Context: an optimization exercise on an open-source flow, tuned for small area and a short achievable clock period. The choices shown serve that exercise and are no tape-out recipe. Function was checked by simulation only, so behaviour that the tests miss may differ from the original.

==> flow/design.v (excerpt) <==
module conv_bn_act #(
    parameter DATA_WIDTH = 16
)(
    input  logic                  clk,
    input  logic                  rst_n,
    input  logic [DATA_WIDTH-1:0] in_data,
    input  logic                  in_valid,
    output logic                  in_ready,
    output logic [DATA_WIDTH-1:0] out_data,
    output logic                  out_valid,
    input  logic                  enable_bn,
    input  logic                  use_relu          
);
Size: roughly 2500 cells after synthesis, ~39 I/O pins, roughly 24000 um^2 of cells after synthesis.
clock: 18.0 ns
lec_check: 0
cap_margin: 20
core_margin: 2
core_utilization: 40
slew_margin: 20
standard.sh (not shown) runs the stock make flow with config.mk's settings and CLKGATE_MAP_FILE= SYNTH_SCRIPT=/design/flow/synth_recipe.tcl, a recipe that flattens the netlist after the stock synthesis.
==> flow/flow/run.sh <==
#!/bin/bash
# Standard synthesis, then inverters around full adders folded into the adders'
# polarity (flow/invfold.py), then the standard layout from floorplan on, with
# timing repair aiming at a setup slack of SETUP_SLACK_MARGIN.
set -euo pipefail
export SETUP_SLACK_MARGIN=12.0
here=$(pwd)
bash standard.sh synth > "$here/synth.log" 2>&1
R=orfs/results/${FLOW_PLATFORM}/conv_bn_act/base
cp "$R/1_2_yosys.v" "$here/1_2_yosys.std.v"
python3 flow/invfold.py "$here/1_2_yosys.std.v" "$R/1_2_yosys.v" > "$here/invfold.log" 2>&1
rm -f "$R/1_synth.odb" "$R/1_synth.sdc"
bash standard.sh > "$here/layout.log" 2>&1
Other scripts of this flow, unchanged in this note and not shown: flow/flow/invfold.py
Then changed:
--- a/flow/flow/run.sh
+++ b/flow/flow/run.sh
@@ -6 +6 @@
-export SETUP_SLACK_MARGIN=12.0
+export SETUP_SLACK_MARGIN=12.3
What happened: Fmax is higher by a few percent. Clock-buffer cell count does not change. Critical path depth falls by 1. Register-to-register slack improves by 0.13 ns. Hold slack gets worse by 0.0039 ns.

job 101:
Starting RTL as in the previous note.
==> flow/config.mk <==
export PLATFORM = sky130hd
export DESIGN_NAME = conv_bn_act
export DESIGN_NICKNAME = conv_bn_act
export VERILOG_FILES = /design/flow/design.v
export SDC_FILE = /design/flow/constraint.sdc
export NUM_CORES = 4
export LEC_CHECK = 0
export CAP_MARGIN = 20
export CORE_MARGIN = 2
export CORE_UTILIZATION = 60
export SLEW_MARGIN = 20
==> flow/constraint.sdc <==
create_clock -name core_clock -period 18.0 [get_ports {clk}]
set_input_delay 3.6000 -clock core_clock [delete_from_list [all_inputs] [get_ports {clk}]]
set_output_delay 3.6000 -clock core_clock [all_outputs]
set_load 0.01 [all_outputs]
==> flow/flow/run.sh <==
#!/bin/bash
# Standard synthesis, then inverters around full adders folded into the adders'
# polarity (flow/invfold.py), then the standard layout from floorplan on, with
# timing repair aiming at a setup slack of SETUP_SLACK_MARGIN.
set -euo pipefail
export SETUP_SLACK_MARGIN=11.5
here=$(pwd)
bash standard.sh synth > "$here/synth.log" 2>&1
R=orfs/results/${FLOW_PLATFORM}/conv_bn_act/base
cp "$R/1_2_yosys.v" "$here/1_2_yosys.std.v"
python3 flow/invfold.py "$here/1_2_yosys.std.v" "$R/1_2_yosys.v" > "$here/invfold.log" 2>&1
rm -f "$R/1_synth.odb" "$R/1_synth.sdc"
bash standard.sh > "$here/layout.log" 2>&1
Other scripts of this flow, unchanged in this note and not shown: flow/flow/invfold.py
Edits applied to the flow inputs when going from job 101 to job 102:
- CORE_UTILIZATION now 40, was 60
Findings:
- Job 101 ended up with fewer cell instances than job 102 did.
- Summary: final critical path time including I/O delays and setup, job 102 better than job 101
- Looking at global-route usage, job 102 sits 12 points lower than job 101 does.
- Going from job 101 to job 102, average footprint of a synthesized cell has remained practically unchanged; synthesis-to-finish area growth has increased.
Edits applied to the flow inputs when going from job 102 to job 103:
--- a/flow/flow/run.sh
+++ b/flow/flow/run.sh
@@ -5,3 +5,3 @@
 set -euo pipefail
-export SETUP_SLACK_MARGIN=11.5
+export SETUP_SLACK_MARGIN=11.8
 here=$(pwd)
[summary]
- Job 103 completed every stage of the flow, and the final layout passed the timing, design-rule and antenna checks.
- Critical-path cell with the highest stage delay: sky130_fd_sc_hd__clkdlybuf4s50_1 -> job 102, sky130_fd_sc_hd__or4b_2 -> job 103
- Comparing job 102 and job 103, smallest hold slack is higher on job 103.
- The core of job 103 is more densely filled than that of job 102.

The RTL this note starts from:
==> flow/design.v <==
module vector_alu (
    input  logic        clk,
    input  logic        rst_n,
    input  logic [15:0] in_data,
    input  logic        in_valid,
    output logic        in_ready,
    output logic [15:0] y,
    output logic        y_valid,
    input  logic        enable_bn
);
    localparam logic [1:0] IDLE = 2'd0, LOAD_PARAMS = 2'd1, PROCESS = 2'd2, FINISH = 2'd3;
    logic [1:0]  current_state, next_state;
    logic [3:0]  load_count;
    logic        params_loaded;
    logic [15:0] bn_gamma, bn_beta, w4;
    logic [31:0] bn_g;      
    logic [31:0] bn_m;      
    logic        loading, take;
    logic        processing_valid;
    assign loading  = (current_state == LOAD_PARAMS);
    assign take     = (current_state == PROCESS) && in_valid;
    assign in_ready = (current_state != FINISH);
    always_comb begin
        next_state = current_state;
        case (current_state)
            IDLE:        if (in_valid) next_state = LOAD_PARAMS;
            LOAD_PARAMS: if (params_loaded) next_state = PROCESS;
            PROCESS:     if (!in_valid) next_state = FINISH;
            default: begin
                if (in_valid) next_state = PROCESS;
                else if (!y_valid) next_state = IDLE;
            end
        endcase
    end
    logic cnt3, take_w0, take_w4, op_g, op_m;
    assign cnt3    = loading && (load_count == 4'd3);
    assign take_w0 = loading && in_valid && (load_count == 4'd4);
    assign take_w4 = loading && in_valid && (load_count == 4'd8);
    always_ff @(posedge clk or negedge rst_n) begin
        if (!rst_n) begin
            current_state    <= IDLE;
            load_count       <= '0;
            params_loaded    <= 1'b0;
            w4               <= '0;
            processing_valid <= 1'b0;
            y_valid          <= 1'b0;
            op_g             <= 1'b0;
            op_m             <= 1'b0;
        end else begin
            current_state <= next_state;
            if (loading && in_valid && load_count != 4'd9)
                load_count <= load_count + 4'd1;
            if (take_w4)
                w4 <= in_data;
            if (load_count[3])
                params_loaded <= 1'b1;
            if (next_state == IDLE) begin
                load_count    <= '0;
                params_loaded <= 1'b0;
            end
            processing_valid <= take;
            y_valid          <= processing_valid;
            op_g             <= cnt3 || take_w4;
            op_m             <= take_w0;
        end
    end
    always_ff @(posedge clk) begin
        if (loading && in_valid) begin
            if (load_count == 4'd2) bn_gamma   <= in_data;
            if (load_count == 4'd3) bn_beta    <= in_data;
        end
    end
    logic [16:0] x_q;
    logic [31:0] bb_q, mt, prod, p_q;
    logic        bn_q, bn2_q;
    always_ff @(posedge clk) begin
        if (cnt3)         x_q <= {w4[15], w4};
        else if (take_w0) x_q <= {1'b0, bn_m[15:0]};
        else              x_q <= {in_data[15], in_data};
        if (cnt3 || take_w0 || take_w4) bb_q <= {16'd0, bn_gamma};
        else if (enable_bn)             bb_q <= op_g ? prod : bn_g;
        else                            bb_q <= {{16{w4[15]}}, w4};
        bn_q <= take && enable_bn;
    end
    assign mt   = bn_q ? bn_m : 32'd0;
    assign prod = x_q[15:0] * bb_q - (x_q[16] ? {bb_q[15:0], 16'd0} : 32'd0) - mt;
    always_ff @(posedge clk) begin
        if (op_g) bn_g <= prod;
        if (op_m) bn_m <= prod;
        else if (loading && in_valid && load_count == 4'd0) bn_m <= {16'd0, in_data};
        p_q   <= prod;
        bn2_q <= bn_q;
    end
    logic [15:0] lo;
    logic        bn_sat, conv_ovf;
    assign lo       = {1'b0, p_q[22:8]} + {1'b0, bn_beta[14:0]};
    assign bn_sat   = (|p_q[31:23]) | bn_beta[15] | lo[15];
    assign conv_ovf = ~((&p_q[31:15]) | ~(|p_q[31:15]));
    always_comb begin
        if (bn2_q)
            y = bn_sat ? 16'h7fff : {1'b0, lo[14:0]};
        else if (conv_ovf)
            y = p_q[31] ? 16'h8000 : 16'h7fff;
        else
            y = p_q[15:0];
    end
endmodule
module activation_unit (
    input  logic        clk,
    input  logic        rst_n,
    input  logic [15:0] in_data,
    input  logic        in_valid,
    output logic [15:0] out_data,
    output logic        out_valid,
    input  logic        use_relu
);
    logic signed [15:0] y;
    assign y = $signed(in_data);
    logic n, mid, hi;
    assign n   = y[15];
    assign mid = (y >= -16'sd767) && (y <= 16'sd768);
    assign hi  = (y >= 16'sd769) && (y <= 16'sd31999);
    logic [9:0]  a;
    logic [20:0] sq, s;
    assign a = y[9:0];
    always_comb begin
        sq = '0;
        for (int i = 0; i < 10; i++) begin
            sq = sq + ({20'd0, a[i]} << (2 * i));
            for (int j = 0; j < 10; j++)
                if (j > i) sq = sq + ({20'd0, a[i] & a[j]} << (i + j + 1));
        end
    end
    assign s = sq + ({11'd0, a} << 9) + ({11'd0, a} << 8)
             - (n ? ({11'd0, a} << 11) : 21'd0) + {1'b0, n, 19'd0};
    logic [15:0] q_hi;
    assign q_hi = in_data - ((y >= 16'sd21846) ? 16'd21846 : (y >= 16'sd10923) ? 16'd10923 : 16'd0);
    logic [11:0] w_q;
    logic [15:0] v_q;
    logic        msel_q, n_q;
    always_ff @(posedge clk) begin
        w_q    <= s[20:9];
        n_q    <= n;
        msel_q <= !use_relu && mid;
        v_q    <= use_relu ? (n ? 16'd0 : in_data) : (hi ? q_hi : 16'd0);
    end
    always_ff @(posedge clk or negedge rst_n) begin
        if (!rst_n) out_valid <= 1'b0;
        else        out_valid <= in_valid;
    end
    logic [1:0] t [5][13];   
    logic [1:0] r [13];      
    logic [9:0] d3;
    function automatic logic [1:0] add3(input logic [1:0] p, input logic [1:0] q);
        add3[0] = (~p[1] & ~p[0] & q[0]) | (p[0] & ~q[1] & ~q[0]) | (p[1] & q[1]);
        add3[1] = (~p[1] & ~p[0] & q[1]) | (p[1] & ~q[1] & ~q[0]) | (p[0] & q[0]);
    endfunction
    always_comb begin
        for (int i = 0; i < 13; i++)
            t[0][i] = (i == 12) ? 2'd0 : (i % 2) ? {w_q[i], 1'b0} : {1'b0, w_q[i]};
        for (int l = 1; l < 5; l++)
            for (int i = 0; i < 13; i++)
                t[l][i] = (i + (1 << (l - 1)) < 13) ? add3(t[l-1][i], t[l-1][(i + (1 << (l - 1))) % 13]) : t[l-1][i];
        for (int i = 0; i < 13; i++)
            r[i] = (i % 2) ? {t[4][i][0], t[4][i][1]} : t[4][i];
        for (int i = 0; i < 10; i++)
            d3[i] = r[i+1][1] | (r[i+1][0] & w_q[i]);
    end
    assign out_data = msel_q ? {n_q ? 6'h0a : 6'h00, n_q ? 2'b10 : d3[9:8], d3[7:0]} : v_q;
endmodule
module conv_bn_act #(
    parameter DATA_WIDTH = 16
)(
    input  logic                  clk,
    input  logic                  rst_n,
    input  logic [DATA_WIDTH-1:0] in_data,
    input  logic                  in_valid,
    output logic                  in_ready,
    output logic [DATA_WIDTH-1:0] out_data,
    output logic                  out_valid,
    input  logic                  enable_bn,
    input  logic                  use_relu          
);
    logic [15:0] valu_y;
    logic        valu_y_valid;
    vector_alu valu_inst (
        .clk      (clk),
        .rst_n    (rst_n),
        .in_data  (in_data),
        .in_valid (in_valid),
        .in_ready (in_ready),
        .y        (valu_y),
        .y_valid  (valu_y_valid),
        .enable_bn(enable_bn)
    );
    activation_unit act_inst (
        .clk      (clk),
        .rst_n    (rst_n),
        .in_data  (valu_y),
        .in_valid (valu_y_valid),
        .out_data (out_data),
        .out_valid(out_valid),
        .use_relu (use_relu)
    );
endmodule
==> flow/config.mk <==
export PLATFORM = sky130hd
export DESIGN_NAME = conv_bn_act
export DESIGN_NICKNAME = conv_bn_act
export VERILOG_FILES = /design/flow/design.v
export SDC_FILE = /design/flow/constraint.sdc
export NUM_CORES = 4
export LEC_CHECK = 0
export CAP_MARGIN = 20
export CORE_MARGIN = 2
export CORE_UTILIZATION = 40
export SLEW_MARGIN = 20
==> flow/constraint.sdc <==
create_clock -name core_clock -period 18.0 [get_ports {clk}]
set_input_delay 3.6000 -clock core_clock [delete_from_list [all_inputs] [get_ports {clk}]]
set_output_delay 3.6000 -clock core_clock [all_outputs]
set_load 0.01 [all_outputs]
run.sh (not shown) runs the stock make flow with config.mk's settings and CLKGATE_MAP_FILE= SYNTH_SCRIPT=/design/flow/synth_recipe.tcl, a recipe that flattens the netlist after the stock synthesis.
Stock flow here: none of the scripts above is used.
Next try:
CORE_UTILIZATION = 75   (was 40)
Worst setup slack degrades by 240 ps. Worst hold slack degrades by 8.9 ps. Clock-buffer cell count decreases by 7. Global-route usage rises by 19 points. Die area goes down by well over a third. Wire length is higher slightly. Area after synthesis stays the same. Clock skew rose by 15 ps. Flip-flop and latch count is unchanged. Synthesized cell count stays the same.

-- static timing again, ports no longer ideal --
Ports are ideal in the flow. The routed layouts listed here were re-timed in OpenROAD.
Step 1 (the two cells are an assumption about what drives the block):
set clk [get_ports {clk}]
set_driving_cell -lib_cell sky130_fd_sc_hd__clkbuf_16 $clk
set_driving_cell -lib_cell sky130_fd_sc_hd__buf_2 [delete_from_list [all_inputs] $clk]
Step 2 times the ports against the registers' clock, not the clock port: input delays grow and output delays shrink by t, the midpoint of the rising clock arrivals with the driver on.
Slacks: ideal ports / drivers / drivers and shift; pairs: ideal ports / drivers.
run	t (ns)	slack for setup (ns)	slew at the worst register clock pin (ns)	worst data-port slew with drivers (ns)
the first run of note 1	0.645	12.071 / 12.071 / 11.683	0.07 / 0.07	0.05
the second run of note 1	0.645	12.205 / 12.205 / 11.866	0.07 / 0.07	0.07
job 101	0.638	11.672 / 11.612 / 11.336	0.07 / 0.07	0.04
job 102	0.651	11.704 / 11.640 / 11.736	0.07 / 0.07	0.06
job 103	0.643	11.932 / 11.871 / 11.797	0.07 / 0.07	0.06
the first run of note 3	0.579	10.563 / 10.563 / 10.563	0.07 / 0.07	0.04
the second run of note 3	0.598	10.324 / 10.324 / 10.324	0.07 / 0.07	0.05
After both steps setup and hold are still met in every run listed. For the first run of note 1, which loses most, drivers alone change the setup slack by 0.000 ns; drivers and shift together by -0.388 ns.
